Context: an optimization exercise on an open-source flow, tuned for small area and a short achievable clock period. The choices shown serve that exercise and are no tape-out recipe. In this exercise RTL edits were held to simulation tests only and were not proved equivalent to the original. Power is estimated from default activity; no workload was simulated.

## design/flow/design.v

```verilog
`default_nettype	none
module rxuart(i_clk, i_reset, i_uart_rx, o_wr, o_data);
	parameter	CLOCKS_PER_BAUD = 24;
	localparam	CW = 6;	 
	localparam	[3:0]	IDLE      = 4'h0;
	localparam	[3:0]	BIT_ZERO  = 4'h1;
	localparam	[3:0]	STOP_BIT  = 4'h9;
	input	wire		i_clk;
	input	wire		i_reset;
	input	wire		i_uart_rx;
	output	reg		o_wr;
	output	reg	[7:0]	o_data;
	reg	[3:0]		state;
	reg	[CW-1:0]	baud_counter;
	wire			zero_baud_counter = (baud_counter == 0);
	reg		ck_uart, q_uart;
	always @(posedge i_clk)
	if (i_reset)
		{ ck_uart, q_uart } <= 2'b11;
	else
		{ ck_uart, q_uart } <= { q_uart, i_uart_rx };
	always @(posedge i_clk)
	if (i_reset)
	begin
		state <= IDLE;
		baud_counter <= 0;
	end else if (state == IDLE)
	begin
		if (!ck_uart)
		begin
			state <= BIT_ZERO;
			baud_counter <= CLOCKS_PER_BAUD+CLOCKS_PER_BAUD/2-1;
		end
	end else if (zero_baud_counter)
	begin
		if (state == STOP_BIT)
			state <= IDLE;
		else begin
			state <= state + 1'b1;
			baud_counter <= CLOCKS_PER_BAUD-1;
		end
	end else
		baud_counter <= baud_counter - 1'b1;
	always @(posedge i_clk)
	if (zero_baud_counter && state != STOP_BIT)
		o_data <= { ck_uart, o_data[7:1] };
	always @(posedge i_clk)
	if (i_reset)
		o_wr <= 1'b0;
	else
		o_wr <= (zero_baud_counter && state == STOP_BIT);
endmodule
`default_nettype	none
module sfifo(i_clk, i_reset, i_wr, i_data, o_fill, i_rd, o_data, o_empty);
	input	wire		i_clk;
	input	wire		i_reset;
	input	wire		i_wr;
	input	wire	[7:0]	i_data;
	output	wire	[8:0]	o_fill;
	input	wire		i_rd;
	output	wire	[7:0]	o_data;
	output	wire		o_empty;
	reg	[8:0]	wr_addr, rd_addr;
	assign	o_fill  = wr_addr - rd_addr;
	assign	o_empty = (o_fill == 0);
	wire	full = o_fill[8];
	wire	w_wr = i_wr && !full;
	wire	w_rd = i_rd && !o_empty;
	always @(posedge i_clk)
	if (i_reset)
		wr_addr <= 0;
	else if (w_wr)
		wr_addr <= wr_addr + 1'b1;
	always @(posedge i_clk)
	if (i_reset)
		rd_addr <= 0;
	else if (w_rd)
		rd_addr <= rd_addr + 1'b1;
	reg	[6:0]	pos;
	always @(posedge i_clk)
		pos <= pos + 1'b1;
	reg		pend_v;
	reg	[7:0]	pend_d;
	wire		commit = pend_v && (pos == wr_addr[7:1]);
	wire		commit0 = commit &&  wr_addr[0];
	wire		commit1 = commit && !wr_addr[0];
	always @(posedge i_clk)
	if (i_reset)
		pend_v <= 1'b0;
	else if (w_wr)
		pend_v <= 1'b1;
	else if (commit)
		pend_v <= 1'b0;
	always @(posedge i_clk)
	if (w_wr)
		pend_d <= i_data;
	reg	[1023:0]	ring0, ring1;
	wire	[7:0]	port0 = commit0 ? pend_d : ring0[1023:1016];
	wire	[7:0]	port1 = commit1 ? pend_d : ring1[1023:1016];
	always @(posedge i_clk)
	begin
		ring0 <= { ring0[1015:0], port0 };
		ring1 <= { ring1[1015:0], port1 };
	end
	reg	[7:0]	head, nxt;
	reg		nxt_v;
	wire	[8:0]	rd_plus = { 1'b0, rd_addr[7:1] } + 1'b1;
	wire		fetch = !nxt_v && (pos == rd_plus[6:0]);
	wire	[7:0]	fetch_d = rd_addr[0] ? port0 : port1;
	wire		wr_head = w_wr && (w_rd ? (o_fill == 1) : (o_fill == 0));
	wire		wr_nxt  = w_wr && (w_rd ? (o_fill == 2) : (o_fill == 1));
	always @(posedge i_clk)
	if (wr_head)
		head <= i_data;
	else if (w_rd)
		head <= nxt;
	always @(posedge i_clk)
	if (wr_nxt)
		nxt <= i_data;
	else if (fetch)
		nxt <= fetch_d;
	always @(posedge i_clk)
	if (i_reset)
		nxt_v <= 1'b0;
	else if (wr_nxt)
		nxt_v <= 1'b1;
	else if (w_rd)
		nxt_v <= 1'b0;
	else if (fetch)
		nxt_v <= 1'b1;
	assign	o_data = head;
endmodule
`default_nettype	none
module txuart(i_clk, i_reset, i_wr, i_data, o_uart_tx, o_busy);
	parameter	CLOCKS_PER_BAUD = 24;
	localparam	CW = 5;	 
	input	wire		i_clk;
	input	wire		i_reset;
	input	wire		i_wr;
	input	wire	[7:0]	i_data;
	output	wire		o_uart_tx;
	output	reg		o_busy;
	localparam [3:0] START	= 4'h0,
		LAST		= 4'h8,
		IDLE		= 4'hf;
	reg	[CW-1:0]	counter;
	reg	[3:0]	state;
	reg	[8:0]	lcl_data;
	reg		baud_stb;
	wire	start = i_wr && !o_busy;
	always @(posedge i_clk)
	if (i_reset)
		{ o_busy, state } <= { 1'b0, IDLE };
	else if (start)
		{ o_busy, state } <= { 1'b1, START };
	else if (baud_stb)
	begin
		if (state == IDLE)
			o_busy <= 1'b0;
		else if (state < LAST)
			state <= state + 1'b1;
		else
			state <= IDLE;
	end
	always @(posedge i_clk)
	if (i_reset)
		lcl_data <= 9'h1ff;
	else if (start)
		lcl_data <= { i_data, 1'b0 };
	else if (baud_stb)
		lcl_data <= { 1'b1, lcl_data[8:1] };
	assign	o_uart_tx = lcl_data[0];
	always @(posedge i_clk)
	if (i_reset)
	begin
		counter  <= 0;
		baud_stb <= 1'b1;
	end else if (start)
	begin
		counter  <= CLOCKS_PER_BAUD - 1;
		baud_stb <= 1'b0;
	end else if (!baud_stb)
	begin
		baud_stb <= (counter == 1);
		counter  <= counter - 1'b1;
	end else if (state != IDLE)
	begin
		counter <= CLOCKS_PER_BAUD - 1;
		baud_stb <= 1'b0;
	end
endmodule
`default_nettype	none
module	linetest(i_clk, i_reset, i_uart_rx, o_uart_tx);
	parameter 		CLOCKS_PER_BAUD = 24;
	input	wire		i_clk;
	input	wire		i_reset;
	input	wire		i_uart_rx;
	output	wire		o_uart_tx;
	wire		rx_stb, tx_busy, fifo_empty;
	wire	[7:0]	rx_data, tx_data;
	wire	[8:0]	fifo_fill;
	reg	[7:0]	line_count;
	reg		run_tx;
	rxuart	#(.CLOCKS_PER_BAUD(CLOCKS_PER_BAUD))
		receiver(i_clk, i_reset, i_uart_rx, rx_stb, rx_data);
	wire	tx_stb  = run_tx && !fifo_empty;
	wire	fifo_rd = tx_stb && !tx_busy;
	sfifo	fifo(i_clk, i_reset, rx_stb, rx_data, fifo_fill,
			fifo_rd, tx_data, fifo_empty);
	always @(posedge i_clk)
	if (i_reset)
	begin
		run_tx <= 1'b0;
		line_count <= 0;
	end else if (rx_stb && (rx_data == 8'ha || rx_data == 8'hd))
	begin
		run_tx <= 1'b1;
		line_count <= fifo_fill[7:0];
	end else if (!run_tx)
	begin
		if (fifo_fill >= 9'd80)
		begin
			run_tx <= 1'b1;
			line_count <= 80;
		end else if (!fifo_empty && (tx_data == 8'ha || tx_data == 8'hd))
		begin
			run_tx <= 1'b1;
			line_count <= 1;
		end
	end else if (!fifo_empty && !tx_busy) begin
		line_count <= line_count - 1'b1;
		if (line_count == 1)
			run_tx <= 0;
	end
	txuart	#(.CLOCKS_PER_BAUD(CLOCKS_PER_BAUD))
		transmitter(i_clk, i_reset, tx_stb, tx_data, o_uart_tx, tx_busy);
endmodule
```

## design/flow/run.sh

```bash
#!/bin/bash
# synth_recipe.tcl (not shown) runs the flow's synth.tcl, then flattens the netlist and writes it again
# the make line also repeats each setting of config.mk as NAME=value (left out here)
make -C /OpenROAD-flow-scripts/flow DESIGN_CONFIG=/design/flow/config.mk WORK_HOME=/design/flow/orfs CLKGATE_MAP_FILE= SYNTH_SCRIPT=/design/flow/synth_recipe.tcl finish
```

## design/flow/config.mk

```make
export PLATFORM = sky130hd
export DESIGN_NAME = linetest
export DESIGN_NICKNAME = linetest
export VERILOG_FILES = /design/flow/design.v
export SDC_FILE = /design/flow/constraint.sdc
export NUM_CORES = 4
export LEC_CHECK = 0
export CAP_MARGIN = 20
export CORE_MARGIN = 2
export CORE_UTILIZATION = 70
export PLACE_DENSITY = 0.8
export SLEW_MARGIN = 20
```

## design/flow/constraint.sdc

```tcl
create_clock -name core_clock -period 5.0 [get_ports {i_clk}]
set_input_delay 1.0000 -clock core_clock [delete_from_list [all_inputs] [get_ports {i_clk}]]
set_output_delay 1.0000 -clock core_clock [all_outputs]
set_load 0.01 [all_outputs]
```

==> impl_results.html, run 1 <==
<table>
<tr><th>Metric</th><th>Value</th></tr>
<tr><th colspan="2">Status</th></tr>
<tr><td>Result of the run</td><td>complete, no violations</td></tr>
<tr><th colspan="2">Synthesis</th></tr>
<tr><td>Post-synthesis instance total</td><td>approximately 2.7k</td></tr>
<tr><td>Async set-reset flop share out of synthesis</td><td>0%</td></tr>
<tr><td>Number of synthesized register bits</td><td>2149</td></tr>
<tr><td>Count of yosys warnings during synthesis</td><td>4</td></tr>
<tr><td>Share of the yosys chip area belonging to registers</td><td>92.7%</td></tr>
<tr><td>Number of enable-type register cells in the synthesized netlist</td><td>32</td></tr>
<tr><td>Distinct cell type count after synthesis</td><td>73</td></tr>
<tr><td>Average instance area after synthesis</td><td>between 15 and 20 sq um</td></tr>
<tr><td>Synthesized Nets</td><td>2685</td></tr>
<tr><td>Dominant register cell in the synthesized netlist</td><td>dfxtp_1</td></tr>
<tr><td>Summed instance area of the synthesized netlist</td><td>0.0468 sq mm</td></tr>
<tr><th colspan="2">Global route</th></tr>
<tr><td>Initial antenna violation count</td><td>4</td></tr>
<tr><td>Total global routing overflow</td><td>0</td></tr>
<tr><td>Overall fraction of global-route tracks in use</td><td>27.3%</td></tr>
<tr><td>Largest net degree at the start of global routing</td><td>26</td></tr>
<tr><td>First-pass GRT wire length</td><td>139000 um</td></tr>
<tr><td>Number of global-route vias before repair</td><td>21.8k</td></tr>
<tr><th colspan="2">Timing</th></tr>
<tr><td>Number of max-slew violations in the final report</td><td>0</td></tr>
<tr><td>Total setup violations reported at the end of the flow</td><td>0</td></tr>
<tr><td>Count of endpoints failing hold in the final timing report</td><td>0</td></tr>
<tr><td>Unrepaired setup endpoints after global routing</td><td>no</td></tr>
<tr><td>Max frequency</td><td>0.223 GHz</td></tr>
<tr><td>Smallest hold slack</td><td>just under 300 ps</td></tr>
<tr><td>Worst slew margin relative to its limit</td><td>28.2%</td></tr>
<tr><td>Least-Margin Pin Slew</td><td>1080 ps</td></tr>
<tr><td>Accumulated negative setup slack</td><td>0 ps</td></tr>
<tr><td>Final worst clock skew</td><td>approximately 51 ps</td></tr>
<tr><td>Period minus WS final</td><td>4480 ps</td></tr>
<tr><td>Share of the cycle needed by the critical path after routing</td><td>89.7%</td></tr>
<tr><th colspan="2">Clocking</th></tr>
<tr><td>PostCTS Resize Cnt</td><td>0</td></tr>
<tr><td>Clock tree buffer depth</td><td>3</td></tr>
<tr><td>Clock tree sinks</td><td>2149</td></tr>
<tr><td>Clock-pin slew on the worst setup and hold paths</td><td>70 ps</td></tr>
<tr><td>CTS tree</td><td>built</td></tr>
<tr><td>Worst-Skew Late Latency</td><td>770 ps</td></tr>
<tr><td>Inserted Clock Buffers</td><td>between 150 and 200</td></tr>
<tr><td>Depth of the CTS H-tree</td><td>4</td></tr>
<tr><td>Post-CTS Hold Buffers</td><td>0</td></tr>
<tr><td>Number of post-CTS setup repair buffers</td><td>0</td></tr>
<tr><td>Clock tree root driver cell</td><td>clkbuf_16</td></tr>
<tr><th colspan="2">Die</th></tr>
<tr><td>Count of standard-cell rows</td><td>94</td></tr>
<tr><td>Overall die area</td><td>0.0689 sq mm</td></tr>
<tr><td>Die boundary width</td><td>262 um</td></tr>
<tr><td>Core box area</td><td>0.0660 sq mm</td></tr>
<tr><td>Count of pins on the block boundary</td><td>4</td></tr>
<tr><td>Height of the chip</td><td>262 um</td></tr>
<tr><td>Initial core utilization</td><td>a little under three quarters</td></tr>
<tr><th colspan="2">Power</th></tr>
<tr><td>Combinational Power Share</td><td>1.2%</td></tr>
<tr><td>Net switching share of the total power</td><td>21.4%</td></tr>
<tr><td>Relative contribution of the clock network to total power</td><td>44.3%</td></tr>
<tr><td>Leak Pwr</td><td>roughly 0.022 uW</td></tr>
<tr><td>Relative contribution of sequential cells to total power</td><td>54.4%</td></tr>
<tr><td>Switching power total</td><td>6820 uW</td></tr>
<tr><td>Highest ir drop seen on vdd</td><td>0.433 mV</td></tr>
<tr><td>Internal Power</td><td>25100 uW</td></tr>
<tr><td>Power density over the cells</td><td>594 mW/mm^2</td></tr>
<tr><th colspan="2">Placement</th></tr>
<tr><td>Port Buf Inserts</td><td>3</td></tr>
<tr><td>Half-perimeter wire length after placement</td><td>37100 um</td></tr>
<tr><td>Routability-driven placement congestion ratio</td><td>between 0.7 and 0.8</td></tr>
<tr><th colspan="2">Worst setup path</th></tr>
<tr><td>Classification of the worst setup path</td><td>flip-flop to flip-flop</td></tr>
<tr><td>Worst EP required</td><td>5370 ps</td></tr>
<tr><td>Maximum fanout encountered on the critical timing path</td><td>16</td></tr>
<tr><td>Kind of capture point of the worst setup path</td><td>flip-flop</td></tr>
<tr><td>Data arrival, critical path</td><td>4850 ps</td></tr>
<tr><td>Critical Path Source Type</td><td>flip-flop</td></tr>
<tr><th colspan="2">Route</th></tr>
<tr><td>Via-to-Cell Ratio</td><td>5.05</td></tr>
<tr><td>Routed WL per cell</td><td>23.8 um</td></tr>
<tr><td>First DRT Iteration DRCs</td><td>roughly 1.4k</td></tr>
<tr><td>Final wirelength</td><td>90700 um</td></tr>
<tr><td>Count of nets left with antenna violations after detail routing</td><td>0</td></tr>
<tr><td>Number of design rule violations left after detail routing</td><td>0</td></tr>
<tr><td>DRT Pass-1 Iters</td><td>5</td></tr>
<tr><td>Vias post-DR</td><td>approximately 19k</td></tr>
<tr><th colspan="2">Cells and area</th></tr>
<tr><td>Layout overhead on the synthesized area</td><td>14.8%</td></tr>
<tr><td>Most frequent standard cell in the layout excluding fill and tap cells</td><td>dfxtp_1</td></tr>
<tr><td>Most frequent cells in the layout</td><td>dfxtp_1 (2117), clkbuf_16 (176), nor2_1 (68)</td></tr>
<tr><td>Share of cells above drive strength 1</td><td>roughly 11%</td></tr>
<tr><td>Net count, final</td><td>2847</td></tr>
<tr><th colspan="2">Hold path</th></tr>
<tr><td>Path class of the lowest-slack min-delay path</td><td>flip-flop to flip-flop</td></tr>
<tr><th colspan="2">Job</th></tr>
<tr><td>Number of maximum-capacitance constraint violations</td><td>0</td></tr>
</table>
[stage by stage]
step / util (%) / power [uW] / area [sq um] / setup slack (ps) / std cells
floorplan: - / 17900 / 46800 / 1600 / 2658
global placement: 72.4 / 18000 / 47800 / 844 / 3507
detailed placement: 72.4 / 18000 / 47800 / 668 / 3507
CTS: 81.3 / 32100 / 53700 / 504 / 3816
global route: 81.3 / 32700 / 53700 / 317 / 3816
finish: 81.3 / 31900 / 53700 / 516 / 3818
[final cells by class]
cell class	instances	area, sq um
flip-flops and latches	2149	43300
fillers	2713	12300
clock buffers	251	5070
multi-input cells	450	3160
well taps	864	1080
clock inverters	58	817
inverters	37	139
repair buffers	7	60.1
diodes	2	5.00
[metal layers]
metal  wire [um]  track usage (%)  share of wire, %  vias to the layer above
met5          27                0             0.030                        -
met3        4480             5.14               4.9                      320
met4        4840             14.7               5.3                        4
met2       47600             48.8                52                      768
met1       33800             31.2                37                     9380
li1            -                -                 -                     8814
[sequential cells by signal, indices dropped and copies added, names as in the netlist, 5 cells and up]
signal,count
fifo.head,8
receiver.baud_counter,6
fifo.wr_addr,9
transmitter.lcl_data,9
transmitter.counter,5
fifo.ring0,1024
receiver.o_data,8
fifo.ring1,1024
fifo.nxt,8
fifo.pos,7
fifo.pend_d,8
fifo.rd_addr,9
line_count,8
[critical path: stages (launching register included)]
cell and delay, ps:
dfxtp_1 460, inv_1 140, ha_1 220, fa_1 400, nand2b_1 250, a211oi_1 310, o21ai_0 290, nand2_1 230
nand2_1 200, inv_2 370, nand4_2 220, or2_1 500, o21ai_1 520
[Yosys cell counts, drive strengths merged (3+ instances only)]
master	n	share of area (%)
a211oi	20	0.32
a21o	3	0.048
a21oi	27	0.29
a31oi	6	0.080
and2	5	0.067
and3	7	0.094
and4	4	0.080
buf	10	0.16
clkbuf	12	0.096
dfxtp	2117	91
edfxtp	32	2.1
ha	23	0.62
inv	37	0.30
mux2	28	0.69
mux2i	18	0.39
nand2	38	0.31
nand2b	8	0.11
nand3	16	0.17
nand3b	6	0.096
nand4	13	0.19
nor2	69	0.56
nor2b	13	0.17
nor3	13	0.20
nor4	5	0.067
o21ai	29	0.32
o22ai	4	0.054
or2	6	0.080
or3	4	0.064
xnor2	30	0.56
xor2	18	0.34
[final timing paths]
path                   startpoint              end  slack (ps)  cells after the start
hold / removal    fifo.ring1[890]  fifo.ring1[898]         290                      0
setup reg to reg  fifo.wr_addr[0]      fifo.nxt[7]         520                     12
setup / recovery  fifo.wr_addr[0]      fifo.nxt[7]         520                     12
hold reg to reg   fifo.ring1[890]  fifo.ring1[898]         290                      0
[power groups by stage]
| stage | logic (uW) | clock network, uW | registers (uW) |
|---|---|---|---|
| 6_report | 392 | 14100 | 17400 |
| 5_1_grt | 403 | 14900 | 17400 |
| 4_1_cts | 372 | 14300 | 17400 |
| 3_5_place_dp | 291 | 0 | 17700 |
| 3_3_place_gp | 258 | 0 | 17700 |
| 2_1_floorplan | 233 | 0 | 17700 |
[cells by family (layout without fill, tap and decap cells)]
group | after synthesis | count (layout) | share of synthesized area (%)
adders and majority gates | 24 | 24 | 0.658
DFF | 2149 | 2149 | 92.7
muxes | 46 | 46 | 1.08
other | 0 | 2 | 0
xor gates and xnor gates | 48 | 48 | 0.899
AOI/OAI and AO/OA | 115 | 115 | 1.68
and+or+nand+nor | 217 | 217 | 2.44
buffers and inverters | 59 | 353 | 0.554
==> run 2, diff against run 1 <==
--- a/design/flow/config.mk
+++ b/design/flow/config.mk
@@ -8,5 +8,4 @@
 export CAP_MARGIN = 20
 export CORE_MARGIN = 2
-export CORE_UTILIZATION = 70
-export PLACE_DENSITY = 0.8
+export CORE_UTILIZATION = 40
 export SLEW_MARGIN = 20
==> impl_results.html, run 2 <==
<table>
<tr><th>Metric</th><th>Value</th></tr>
<tr><th colspan="2">Timing</th></tr>
<tr><td>Number of max-slew violations in the final report</td><td>0 (unchanged)</td></tr>
<tr><td>Final worst clock skew</td><td>39.1 ps (-11.7 ps)</td></tr>
<tr><td>Unrepaired setup endpoints after global routing</td><td>no</td></tr>
<tr><td>Period minus WS final</td><td>4110 ps (-377 ps)</td></tr>
<tr><td>Worst slew margin relative to its limit</td><td>43.8% (+16 points)</td></tr>
<tr><td>Least-Margin Pin Slew</td><td>841 ps (-234 ps)</td></tr>
<tr><td>Share of the cycle needed by the critical path after routing</td><td>82.1% (-7.5 points)</td></tr>
<tr><td>Total setup violations reported at the end of the flow</td><td>0 (unchanged)</td></tr>
<tr><td>Max frequency</td><td>0.244 GHz (+9.2%)</td></tr>
<tr><td>Count of endpoints failing hold in the final timing report</td><td>0 (unchanged)</td></tr>
<tr><td>Smallest hold slack</td><td>293 ps (-1.39 ps)</td></tr>
<tr><td>Accumulated negative setup slack</td><td>0 ps (unchanged)</td></tr>
<tr><th colspan="2">Global route</th></tr>
<tr><td>Overall fraction of global-route tracks in use</td><td>9.08% (-18 points)</td></tr>
<tr><td>Total global routing overflow</td><td>0 (unchanged)</td></tr>
<tr><td>First-pass GRT wire length</td><td>89400 um (-36%)</td></tr>
<tr><td>Largest net degree at the start of global routing</td><td>38 (+46%)</td></tr>
<tr><td>Number of global-route vias before repair</td><td>17.6k (-19%)</td></tr>
<tr><td>Grt met2 use</td><td>11.6% (-37 points)</td></tr>
<tr><td>Initial antenna violation count</td><td>3 (-1)</td></tr>
<tr><td>Layer with the highest usage after global routing</td><td>met1</td></tr>
<tr><td>GR Layer Usage met1</td><td>13.6% (-18 points)</td></tr>
<tr><td>Met3 demand-to-capacity share in global routing</td><td>2.73% (-2.4 points)</td></tr>
<tr><th colspan="2">Clocking</th></tr>
<tr><td>Clock tree root driver cell</td><td>clkbuf_16</td></tr>
<tr><td>Inserted Clock Buffers</td><td>187 (+6.9%)</td></tr>
<tr><td>Number of post-CTS setup repair buffers</td><td>0 (unchanged)</td></tr>
<tr><td>Worst-Skew Late Latency</td><td>750 ps (-20 ps)</td></tr>
<tr><td>Clock tree sinks</td><td>2149 (unchanged)</td></tr>
<tr><td>CTS tree</td><td>built</td></tr>
<tr><td>Post-CTS Hold Buffers</td><td>0 (unchanged)</td></tr>
<tr><td>Depth of the CTS H-tree</td><td>4 (unchanged)</td></tr>
<tr><td>PostCTS Resize Cnt</td><td>0 (unchanged)</td></tr>
<tr><td>Clock-pin slew on the worst setup and hold paths</td><td>60 ps (about the same)</td></tr>
<tr><td>Clock tree buffer depth</td><td>3 (unchanged)</td></tr>
<tr><th colspan="2">Synthesis</th></tr>
<tr><td>Most frequently used cell type in the post-synthesis netlist</td><td>dfxtp_1</td></tr>
<tr><td>Number of enable-type register cells in the synthesized netlist</td><td>32 (unchanged)</td></tr>
<tr><td>Cell types with the largest area share after synthesis</td><td>dfxtp_1 (91%), edfxtp_1 (2.1%), mux2_2 (0.63%), ha_1 (0.62%), xnor2_1 (0.56%)</td></tr>
<tr><td>Dominant register cell in the synthesized netlist</td><td>dfxtp_1</td></tr>
<tr><td>Ranking of synthesized cells by instance count</td><td>dfxtp_1 (2117), nor2_1 (68), nand2_1 (37)</td></tr>
<tr><td>Average instance area after synthesis</td><td>17.6 sq um (unchanged)</td></tr>
<tr><td>Distinct cell type count after synthesis</td><td>73 (unchanged)</td></tr>
<tr><td>Number of synthesized register bits</td><td>2149 (unchanged)</td></tr>
<tr><td>Async set-reset flop share out of synthesis</td><td>0% (unchanged)</td></tr>
<tr><td>Share of the yosys chip area belonging to registers</td><td>92.7% (unchanged)</td></tr>
<tr><td>Synthesized Nets</td><td>2685 (unchanged)</td></tr>
<tr><td>Yosys top cell area share</td><td>90.6% (unchanged)</td></tr>
<tr><td>Post-synthesis instance total</td><td>2658 (unchanged)</td></tr>
<tr><td>Post-synth top area cell</td><td>dfxtp_1</td></tr>
<tr><td>Count of yosys warnings during synthesis</td><td>4 (unchanged)</td></tr>
<tr><td>Summed instance area of the synthesized netlist</td><td>0.0468 sq mm (unchanged)</td></tr>
<tr><th colspan="2">Route</th></tr>
<tr><td>Final wirelength</td><td>52400 um (-42%)</td></tr>
<tr><td>Vias post-DR</td><td>17.4k (-10%)</td></tr>
<tr><td>First DRT Iteration DRCs</td><td>821 (-41%)</td></tr>
<tr><td>Number of design rule violations left after detail routing</td><td>0 (unchanged)</td></tr>
<tr><td>Via-to-Cell Ratio</td><td>3.85 (-24%)</td></tr>
<tr><td>Count of nets left with antenna violations after detail routing</td><td>0 (unchanged)</td></tr>
<tr><td>Routed WL per cell</td><td>11.6 um (-51%)</td></tr>
<tr><td>DRT Pass-1 Iters</td><td>4 (-1)</td></tr>
<tr><th colspan="2">Worst setup path</th></tr>
<tr><td>Data arrival, critical path</td><td>4490 ps (-360 ps)</td></tr>
<tr><td>Setup slack on the worst flop-to-flop path</td><td>890 ps (+380 ps)</td></tr>
<tr><td>Maximum fanout encountered on the critical timing path</td><td>16 (unchanged)</td></tr>
<tr><td>Number of cells on the worst reg-to-reg path</td><td>12 (unchanged)</td></tr>
<tr><td>Critical path startpoint</td><td>fifo.wr_addr[0]</td></tr>
<tr><td>Kind of capture point of the worst setup path</td><td>flip-flop</td></tr>
<tr><td>Cell with the largest stage delay on the worst path</td><td>o21ai_1</td></tr>
<tr><td>RR Endpoint</td><td>fifo.nxt[7]</td></tr>
<tr><td>Most repeated library cell on the critical path</td><td>nand2_1</td></tr>
<tr><td>Classification of the worst setup path</td><td>flip-flop to flip-flop</td></tr>
<tr><td>Largest stage delay on the critical path</td><td>490 ps (-30 ps)</td></tr>
<tr><td>Worst Setup EP</td><td>fifo.nxt[7]</td></tr>
<tr><td>Ordered cell list for the critical path</td><td>inv_1 -&gt; ha_1 -&gt; fa_1 -&gt; nand2b_1 -&gt; a211oi_1 -&gt; o21ai_0 -&gt; nand2_1 -&gt; nand2_1 -&gt; inv_2 -&gt; nand4_2 -&gt; or2_1 -&gt; o21ai_1</td></tr>
<tr><td>Source of the worst register-to-register timing path</td><td>fifo.wr_addr[0]</td></tr>
<tr><td>Worst EP required</td><td>5380 ps (about the same)</td></tr>
<tr><td>Critical Path Source Type</td><td>flip-flop</td></tr>
<tr><th colspan="2">Power</th></tr>
<tr><td>Switching power total</td><td>6250 uW (-8.4%)</td></tr>
<tr><td>Relative contribution of the clock network to total power</td><td>45.4% (+1.1 points)</td></tr>
<tr><td>Internal Power</td><td>26000 uW (+3.7%)</td></tr>
<tr><td>Power density over the cells</td><td>585 mW/mm^2 (-1.7%)</td></tr>
<tr><td>Combinational Power Share</td><td>0.8% (-0.4 points)</td></tr>
<tr><td>Relative contribution of sequential cells to total power</td><td>53.8% (-0.6 points)</td></tr>
<tr><td>Highest ir drop seen on vdd</td><td>0.442 mV (+2.3%)</td></tr>
<tr><td>Net switching share of the total power</td><td>19.4% (-2.0 points)</td></tr>
<tr><td>Leak Pwr</td><td>0.0219 uW (+1.5%)</td></tr>
<tr><th colspan="2">Status</th></tr>
<tr><td>Result of the run</td><td>complete, no violations</td></tr>
<tr><th colspan="2">Cells and area</th></tr>
<tr><td>Share of cells above drive strength 1</td><td>12.1% (+0.98 points)</td></tr>
<tr><td>Most frequent standard cell in the layout excluding fill and tap cells</td><td>dfxtp_1</td></tr>
<tr><td>Layout overhead on the synthesized area</td><td>18.0%</td></tr>
<tr><td>Net count, final</td><td>2858 (+0.39%)</td></tr>
<tr><td>Most frequent cells in the layout</td><td>dfxtp_1 (2117), clkbuf_16 (189), nor2_1 (68)</td></tr>
<tr><td>FF/Latch Area</td><td>0.0433 sq mm (unchanged)</td></tr>
<tr><td>Count of filler cells inserted in the layout</td><td>9746 (+260%)</td></tr>
<tr><td>Registers with the most flip-flops</td><td>fifo.ring0 (1024), fifo.ring1 (1024)</td></tr>
<tr><td>Area of the multi-input gates</td><td>0.00316 sq mm (unchanged)</td></tr>
<tr><th colspan="2">Die</th></tr>
<tr><td>Overall die area</td><td>0.120 sq mm (+74%)</td></tr>
<tr><td>Count of pins on the block boundary</td><td>4 (unchanged)</td></tr>
<tr><td>Height of the chip</td><td>346 um (+32%)</td></tr>
<tr><td>Initial core utilization</td><td>40.3% (-31 points)</td></tr>
<tr><td>Core box area</td><td>0.116 sq mm (+76%)</td></tr>
<tr><td>Count of standard-cell rows</td><td>125 (+33%)</td></tr>
<tr><td>Die boundary width</td><td>346 um (+32%)</td></tr>
<tr><th colspan="2">Hold path</th></tr>
<tr><td>Path class of the lowest-slack min-delay path</td><td>flip-flop to flip-flop</td></tr>
<tr><th colspan="2">Placement</th></tr>
<tr><td>Port Buf Inserts</td><td>3 (unchanged)</td></tr>
<tr><td>Half-perimeter wire length after placement</td><td>26000 um (-30%)</td></tr>
<tr><td>Routability-driven placement congestion ratio</td><td>0.759 (+1.2%)</td></tr>
<tr><th colspan="2">Job</th></tr>
<tr><td>Number of maximum-capacitance constraint violations</td><td>0 (unchanged)</td></tr>
</table>
-- run 2: cell counts after synthesis --
No cell type changed its count.
-- run 2: area by class of cell --
type | instances | share of cell area, %
Inverter | 37 | 0.252
Clock inverter | 69 | 1.85
Tap cell | 1524 | 3.46
Sequential cell | 2149 | 78.6
Timing Repair Buffer | 6 | 0.118
Multi-Input combinational cell | 450 | 5.72
Antenna cell | 1 | 0.00454
Clock buffer | 274 | 10.0
-- run 2: worst max-delay path, delay by kind of cell, from the launching register on --
kind / cells / cell delay (ps)
flip-flops: 1 / 460
AO/OA/AOI/OAI: 3 / 1040
buffers and inverters: 2 / 430
AND/OR/NAND/NOR: 5 / 1190
adder cells (fa/ha/maj): 2 / 610
-- run 2: layer usage --
layer,part of all wire [%],routed length (um)
met5,0,0
met4,3.0,1560
met3,4.5,2350
met2,37,19300
met1,56,29100
-- run 2: how the worst min path moves through the flow --
stage	from	to	slack (ps)	cells past startpoint
floorplan	fifo.ring0[992]	fifo.ring0[1000]	310	0
global placement	fifo.ring1[475]	fifo.ring1[483]	310	0
detailed placement	fifo.ring0[127]	fifo.ring0[135]	310	0
CTS	fifo.ring1[818]	fifo.ring1[826]	290	0
global route	fifo.ring1[818]	fifo.ring1[826]	300	0
finish	fifo.ring1[680]	fifo.ring1[688]	290	0
-- run 2: kinds of logic (layout without fill, tap and decap cells) --
| logic type | count (synthesis) | count (layout) | synth area share [%] |
|---|---|---|---|
| mux | 46 | 46 | 1.08 |
| simple gates | 217 | 217 | 2.44 |
| fa+ha+maj | 24 | 24 | 0.658 |
| compound gates | 115 | 115 | 1.68 |
| buf+inv | 59 | 386 | 0.554 |
| xor+xnor | 48 | 48 | 0.899 |
| flops | 2149 | 2149 | 92.7 |
| other cells | 0 | 1 | 0 |
-- run 2: power by group through the flow --
stage | Sequential, uW | Clock (uW) | Combinational [uW]
final | 17300 | 14600 | 267
after global placement | 17700 | 0 | 264
after CTS | 17300 | 15100 | 271
after floorplan | 17700 | 0 | 233
after global routing | 17300 | 15800 | 315
after detailed placement | 17700 | 0 | 270
-- run 2: stage by stage --
step / power [uW] / worst slack [ps] / cell area [sq um] / util, % / std cells
final: 32200 / 893 / 55200 / 47.5 / 4510
after global placement: 18000 / 892 / 48600 / 41.9 / 4166
after floorplan: 17900 / 1600 / 46800 / - / 2658
after detailed placement: 18000 / 858 / 48600 / 41.9 / 4166
after CTS: 32700 / 828 / 55200 / 47.5 / 4509
after global routing: 33500 / 548 / 55200 / 47.5 / 4509

==> afterwards: timing with drivers on the ports <==
The results above use ideal ports. As a check the final layouts listed here were re-extracted and re-timed, cells and wires unchanged.
Step 1: set_driving_cell puts a clkbuf_16 on i_clk and a buf_2 on each other input, an assumption about the parent block.
Step 2, shift: input delay + t, output delay - t, t = (earliest + latest rising clock arrival at the registers) / 2. This alone moves slack from input paths to output paths.
Three values: ideal ports, drivers, drivers and shift; two values: the first two.
run | shift t [ns] | setup WS [ns] | worst hold slack (ns)
run 1 | 0.816 | 0.516 / 0.516 / 0.516 | 0.294 / 0.294 / 0.294
run 2 | 0.798 | 0.893 / 0.893 / 0.893 | 0.293 / 0.293 / 0.293
After both steps setup and hold are still met in every run listed.
